From an optimization exercise on the open Yosys and OpenROAD flow, aimed at small area; shortcuts taken in it are not production practice.
At most, simulation tests tie the RTL to the original design; equivalence was not proved.

## T
==> flow/design.v <==
module checkers_top (
    input             clk,
    input             rst_n,
    input             draw_n,
    input             submit_n,
    input      [3:0]  sw,
    output     [6:0]  hex0,
    output     [6:0]  hex1,
    output     [6:0]  hex2,
    output     [6:0]  hex3,
    output     [9:0]  ledr,
    output     [14:0] fb_addr,
    output     [23:0] fb_data,
    output            fb_we
);
reg turn;         
assign hex0 = {1'b1, turn, turn, turn, 2'b00, turn};
assign hex1 = 7'b1000000;
assign hex2 = 7'b1000000;
assign hex3 = 7'b1111111;
reg F;
reg [4:0] cl;
reg [12:0] ch;
reg [2:0] y2h;
reg win;          
reg pw;           
wire pressed = !submit_n;
wire [3:0] x1 = ch[3:0];
wire [3:0] y1 = ch[7:4];
wire [3:0] x2 = ch[11:8];
wire [3:0] y2 = {y2h, ch[12]};
reg s_e, s_p, s_k, t_e;
wire [2:0] sr = y1[2:0] + {2'b00, x1[3]};
wire [4:0] sb = {sr, x1[2:1]};
wire sdark = x1[0] ^ sr[0];
wire [2:0] tr = y2[2:0] + {2'b00, x2[3]};
wire [4:0] tb = {tr, x2[2:1]};
wire tdark = x2[0] ^ tr[0];
wire ok1 = sdark & ~s_e & tdark & t_e;
wire mine = s_p ^ turn;
wire [4:0] dx = {1'b0, x1} - {1'b0, x2};
wire [4:0] dy = {1'b0, y1} - {1'b0, y2};
wire d1 = ((dx == 5'd1) | (dx == 5'd31)) & ((dy == 5'd1) | (dy == 5'd31));
wire d2 = ((dx == 5'd2) | (dx == 5'd30)) & ((dy == 5'd2) | (dy == 5'd30));
wire [3:0] xm = dx[4] ? x1 + 4'd1 : x1 - 4'd1;
wire [3:0] ym = dy[4] ? y1 + 4'd1 : y1 - 4'd1;
wire [2:0] mr = ym[2:0] + {2'b00, xm[3]};
wire [4:0] mb = {mr, xm[2:1]};
wire mdark = xm[0] ^ mr[0];
wire mclr = d2 & mdark;
wire king = (tr == 3'd0) | ((tr == 3'd7) & (x2[2:0] != 3'd0));
wire valid = ok1 & mine & (d1 | d2);
wire P = s_p;
wire K = s_k | king;
wire c_sel = (cl >= 5'd2) & (cl <= 5'd10);
wire c_end = F & (&{ch[12], ch[9], ch[6], ch[4], ~cl[4], cl[3], cl[1], cl[0]});   
wire upd = !F & (cl == 5'd23);
wire up = F;
wire [4:0] off = !ok1 ? 5'd20 : !mine ? 5'd19 : d1 ? 5'd16 : d2 ? 5'd15 : 5'd18;
always @(posedge clk or negedge rst_n) begin
    if (!rst_n) begin
        F <= 1'b0;
        cl <= 5'd0;
        win <= 1'b0;
        pw <= 1'b0;
        turn <= 1'b1;
    end else begin
        if (F) begin
            if (c_end) begin
                F <= 1'b0;
                cl <= 5'd0;
            end else
                cl <= cl + 5'd1;
            if (&cl) begin
                win <= 1'b0;
                pw <= 1'b0;
            end
        end else if (cl == 5'd24) begin
            F <= 1'b1;
            cl <= 5'd25;
        end else if (cl == 5'd14)
            cl <= off;
        else if (!c_sel || (cl[0] == pressed))
            cl <= cl + 5'd1;
        if (upd) begin
            win <= 1'b1;
            pw <= valid;
            if (valid) turn <= ~turn;
        end
    end
end
always @(posedge clk) begin
    if (F) begin
        if (&cl) ch <= win ? 13'd1 : ch + 13'd1;
    end else begin
        if (cl == 5'd3) ch[3:0] <= sw;
        if (cl == 5'd5) ch[7:4] <= sw;
        if (cl == 5'd7) ch[11:8] <= sw;
        if (cl == 5'd9) {y2h, ch[12]} <= sw;
    end
end
function [5:0] pdec;
    input [4:0] c;
    pdec = {c[4] & c[3], c[4] ? c[1] : c[3], c[4] ? c[0] : c[2],
            c[4] & c[2], c[1], c[0]};
endfunction
function [4:0] penc;
    input [5:0] s;
    penc = {s[5] | s[2], (s[5] | s[2]) ? s[5] : s[4], (s[5] | s[2]) ? s[2] : s[3],
            s[2] ? s[4] : s[1], s[2] ? s[3] : s[0]};
endfunction
reg [79:0] ring;
reg [2:0] ph;
reg ini;
always @(posedge clk or negedge rst_n) begin
    if (!rst_n) begin
        ph <= 3'd0;
        ini <= 1'b1;
    end else begin
        ph <= ph + 3'd1;
        if (ph == 3'd7) ini <= 1'b0;
    end
end
wire [5:0] q0 = pdec(ring[4:0]);
wire [5:0] q1 = pdec(ring[9:5]);
wire [3:0] oe = {q1[5], q1[2], q0[5], q0[2]};
wire [3:0] op = {q1[4], q1[1], q0[4], q0[1]};
wire [3:0] ok = {q1[3], q1[0], q0[3], q0[0]};
wire [3:0] tdec = (pw && tr == ph) ? (4'b0001 << x2[2:1]) : 4'b0000;
wire [3:0] sdec = (pw && sr == ph) ? (4'b0001 << x1[2:1]) : 4'b0000;
wire [3:0] mdec = (pw && mclr && mr == ph) ? (4'b0001 << xm[2:1]) : 4'b0000;
wire [3:0] ie = (oe & ~tdec) | sdec | mdec;
wire [3:0] ip = (op & ~tdec) | (tdec & {4{P}});
wire [3:0] ik = (ok & ~tdec) | (tdec & {4{K}});
wire [9:0] irow = ini ? ((ph == 3'd3 || ph == 3'd4) ? 10'b11100_11100 :
                         (ph >= 3'd5) ? 10'b01010_01010 : 10'b00000_00000) :
                  {penc({ie[3], ip[3], ik[3], ie[2], ip[2], ik[2]}),
                   penc({ie[1], ip[1], ik[1], ie[0], ip[0], ik[0]})};
always @(posedge clk)
    ring <= {irow, ring[79:10]};
wire dsc;
wire [4:0] rb;
wire [4:0] ra = dsc ? rb : (cl >= 5'd12) ? tb : sb;
wire [2:0] rpos = ra[4:2] - ph;
wire [9:0] rw = ring[rpos * 10 +: 10];
wire [5:0] rq = pdec(ra[1] ? rw[9:5] : rw[4:0]);
wire f_t = pw & (ra == tb);
wire f_s = pw & ((ra == sb) | (mclr & (ra == mb)));
wire r_e = f_t ? 1'b0 : f_s ? 1'b1 : (ra[0] ? rq[5] : rq[2]);
wire r_p = f_t ? P : (ra[0] ? rq[4] : rq[1]);
wire r_k = f_t ? K : (ra[0] ? rq[3] : rq[0]);
always @(posedge clk) begin
    if (!F && !dsc && (cl == 5'd10 || cl == 5'd11)) begin
        s_e <= r_e;
        s_p <= r_p;
        s_k <= r_k;
    end
    if (!F && !dsc && (cl == 5'd12 || cl == 5'd13))
        t_e <= r_e;
end
localparam [3:0] D_SA = 4'd0, D_CI = 4'd1, D_CC = 4'd2, D_SC = 4'd3,
                 D_EW = 4'd4, D_W1 = 4'd5, D_W2 = 4'd6, D_W3 = 4'd7,
                 D_DW = 4'd8, D_IU = 4'd9, D_ST = 4'd10, D_S0 = 4'd11;
localparam [2:0] K_P1 = 3'd0, K_K1 = 3'd1, K_P2 = 3'd2, K_K2 = 3'd3,
                 K_E = 3'd4, K_W = 3'd7;
reg [3:0] ds;
reg [14:0] addr;
reg [3:0] s15;    
reg [2:0] yc;     
reg [2:0] colr;
reg [2:0] dat;
wire [2:0] xc = (addr < 15'd1801) ? 3'd0 : (addr < 15'd3601) ? 3'd1 :
                (addr < 15'd5401) ? 3'd2 : (addr < 15'd7201) ? 3'd3 :
                (addr < 15'd9001) ? 3'd4 : (addr < 15'd10801) ? 3'd5 :
                (addr < 15'd12601) ? 3'd6 : 3'd7;
wire en = ~draw_n | up;
wire wrap = &{addr[13], addr[12], addr[11], addr[6], addr[0]};   
assign rb = {yc, xc[2:1]};
assign dsc = (ds == D_SC);
wire light = ~(xc[0] ^ yc[0]);
wire [2:0] cls = light ? K_W : r_e ? K_E : {1'b0, r_p, r_k};
always @(posedge clk or negedge rst_n) begin
    if (!rst_n) begin
        ds <= D_ST;
        addr <= 15'd0;
    end else begin
        case (ds)
            D_ST: ds <= D_S0;
            D_S0: ds <= D_CI;
            D_SA: ds <= D_CI;
            D_CI: ds <= D_CC;
            D_CC: ds <= D_SC;
            D_SC: ds <= en ? D_EW : D_IU;
            D_EW: ds <= D_W1;
            D_W1: ds <= D_W2;
            D_W2: ds <= D_W3;
            D_W3: ds <= D_DW;
            D_DW: ds <= D_IU;
            D_IU: ds <= D_SA;
            default: ds <= D_ST;
        endcase
        if (ds == D_SA)
            addr <= wrap ? 15'd0 : addr + 15'd1;
    end
end
always @(posedge clk) begin
    if (ds == D_ST || (ds == D_SA && wrap)) begin
        s15 <= 4'd0;
        yc <= 3'd0;
    end else if (ds == D_SA) begin
        s15 <= (s15 == 4'd14) ? 4'd0 : s15 + 4'd1;
        if (s15 == 4'd14) yc <= yc + 3'd1;
    end
    if (ds == D_ST) colr <= K_E;
    if (ds == D_SC) colr <= cls;
end
always @(posedge clk) begin
    if (ds == D_CC) dat <= colr;
end
reg [23:0] rgb;
always @(*) begin
    case (dat)
        K_P1: rgb = 24'h98f5f9;
        K_K1: rgb = 24'h3f97fc;
        K_P2: rgb = 24'hfe5c5e;
        K_K2: rgb = 24'hd80305;
        K_E:  rgb = 24'h000000;
        default: rgb = 24'hffffff;
    endcase
end
assign fb_addr = addr;
assign ledr = addr[9:0];
assign fb_data = rgb;
assign fb_we = (ds == D_W1) | (ds == D_W2) | (ds == D_W3) | (ds == D_DW);
endmodule
clock: 10.0 ns
lec_check: 0
cap_margin: 20
core_margin: 2
core_utilization: 40
cts_buf_list: sky130_fd_sc_hd__clkbuf_4 sky130_fd_sc_hd__clkbuf_8
cts_cluster_diameter: 100
cts_cluster_size: 40
place_density: 0.6
slew_margin: 20
standard.sh (not shown) runs the stock make flow with config.mk's settings and CLKGATE_MAP_FILE= SYNTH_SCRIPT=/design/flow/synth_recipe.tcl, a recipe that flattens the netlist after the stock synthesis.
==> flow/flow/run.sh <==
#!/bin/bash
# Own layout flow: the standard layout (standard.sh) with two changes.
#  - Synthesis is the standard flow's (synth_recipe.tcl, unchanged) except that ABC maps the
#    logic with an area-oriented script (flow/abc_area.script) instead of
#    ORFS's, which buffers and upsizes for speed; registers are untouched.
#    Adders are left to ABC too (no ORFS adder cells), which maps them smaller.
#  - The port buffers that global placement adds are sky130_fd_sc_hd__buf_1.
#  - Clock tree synthesis adds no dummy loads.
# Each tool's full output stays in orfs/logs/; make's output goes to flow.log.
set -euo pipefail
W=$(pwd)
cat > "$W/area_synth.tcl" <<TCL
proc abc {args} {
  set i [lsearch -exact \$args -script]
  if {\$i >= 0} { lset args [expr {\$i + 1}] $W/flow/abc_area.script }
  yosys abc {*}\$args
}
source $W/synth_recipe.tcl
TCL
bash "$W/standard.sh" "SYNTH_SCRIPT=$W/area_synth.tcl" "ADDER_MAP_FILE=" \
  "BUFFER_PORTS_ARGS=-buffer_cell sky130_fd_sc_hd__buf_1" \
  "CTS_ARGS=-sink_clustering_enable -repair_clock_nets -dont_use_dummy_load -sink_clustering_size 40 -sink_clustering_max_diameter 100 -buf_list {sky130_fd_sc_hd__clkbuf_4 sky130_fd_sc_hd__clkbuf_8}" finish > "$W/flow.log" 2>&1
==> flow/flow/abc_area.script <==
strash
&get -n
&fraig -x
&put
scorr
dc2
dretime
strash
&get -n
&dch -f
&nf -R 1000
&put
> inputs changed (T -> S)
-- flow/design.v --
<<< T, line 43
wire d1 = ((dx == 5'd1) | (dx == 5'd31)) & ((dy == 5'd1) | (dy == 5'd31));
wire d2 = ((dx == 5'd2) | (dx == 5'd30)) & ((dy == 5'd2) | (dy == 5'd30));
wire [3:0] xm = dx[4] ? x1 + 4'd1 : x1 - 4'd1;
wire [3:0] ym = dy[4] ? y1 + 4'd1 : y1 - 4'd1;
wire [2:0] mr = ym[2:0] + {2'b00, xm[3]};
wire [4:0] mb = {mr, xm[2:1]};
>>> S, line 43
wire d1 = ((dx == 5'd1) | (dx == 5'd31)) & ((dy == 5'd1) | (dy == 5'd31));
wire d2 = ((dx == 5'd2) | (dx == 5'd30)) & ((dy == 5'd2) | (dy == 5'd30));
wire [4:0] xsum = x1 + x2;
wire [4:0] ysum = y1 + y2;
wire [3:0] xm = xsum[4:1];
wire [3:0] ym = ysum[4:1];
wire [2:0] mr = ym[2:0] + {2'b00, xm[3]};
wire [4:0] mb = {mr, xm[2:1]};
<<< T, line 141
wire dsc;
wire [4:0] rb;
wire [4:0] ra = dsc ? rb : (cl >= 5'd12) ? tb : sb;
wire [2:0] rpos = ra[4:2] - ph;
wire [9:0] rw = ring[rpos * 10 +: 10];
>>> S, line 143
wire dsc;
wire [4:0] rb;
wire [4:0] ra = dsc ? rb : (cl >= 5'd10) ? tb : sb;
wire [2:0] rpos = ra[4:2] - ph;
wire [9:0] rw = ring[rpos * 10 +: 10];
<<< T, line 147
wire f_t = pw & (ra == tb);
wire f_s = pw & ((ra == sb) | (mclr & (ra == mb)));
wire r_e = f_t ? 1'b0 : f_s ? 1'b1 : (ra[0] ? rq[5] : rq[2]);
wire r_p = f_t ? P : (ra[0] ? rq[4] : rq[1]);
wire r_k = f_t ? K : (ra[0] ? rq[3] : rq[0]);
always @(posedge clk) begin
    if (!F && !dsc && (cl == 5'd10 || cl == 5'd11)) begin
        s_e <= r_e;
        s_p <= r_p;
        s_k <= r_k;
    end
    if (!F && !dsc && (cl == 5'd12 || cl == 5'd13))
        t_e <= r_e;
end
>>> S, line 149
wire f_t = pw & (ra == tb);
wire f_s = pw & ((ra == sb) | (mclr & (ra == mb)));
wire r_e = ini ? (ra[4:2] == 3'd3 || ra[4:2] == 3'd4) : f_t ? 1'b0 : f_s ? 1'b1 : (ra[0] ? rq[5] : rq[2]);
wire r_p = ini ? (ra[4:2] >= 3'd5) : f_t ? P : (ra[0] ? rq[4] : rq[1]);
wire r_k = ini ? 1'b0 : f_t ? K : (ra[0] ? rq[3] : rq[0]);
always @(posedge clk) begin
    if (!F && !dsc && cl >= 5'd6 && cl <= 5'd9) begin
        s_e <= r_e;
        s_p <= r_p;
        s_k <= r_k;
    end
    if (!F && !dsc && cl >= 5'd10 && cl <= 5'd13)
        t_e <= r_e;
end
Results
As far as total number of nets in the final design is concerned, T and S perform about the same.
Diff S and T: wire length on met3 lower in T
The run showing the greater wire length is S.
Taking T as the reference, in S area of all placed cells without fillers now sits at about the same level; final cell count closely matched the old numbers; die footprint saw an increase.
For S, only the layout was checked, not whether the RTL still works.

-- separate check: timing with driven ports --
In the flow no input, the clock included, has a driving cell. The finished layouts below were timed again as built, in two steps. Step 1: set_driving_cell puts a clkbuf_16 on clk and a buf_2 on each other input, an assumption about the parent block. Step 2, shift: input delay + t, output delay - t, t = (earliest + latest rising clock arrival at the registers) / 2. This alone moves slack from input paths to output paths. a / b / c = ideal / step 1 / step 2; a / b = the first two.
run | shift t [ns] | slack for setup (ns) | worst setup path at the end
T | 0.472 | 4.828 / 4.828 / 4.828 | register to register
S | 0.483 | 4.718 / 4.718 / 4.718 | register to register
After both steps setup and hold are still met in every run listed.
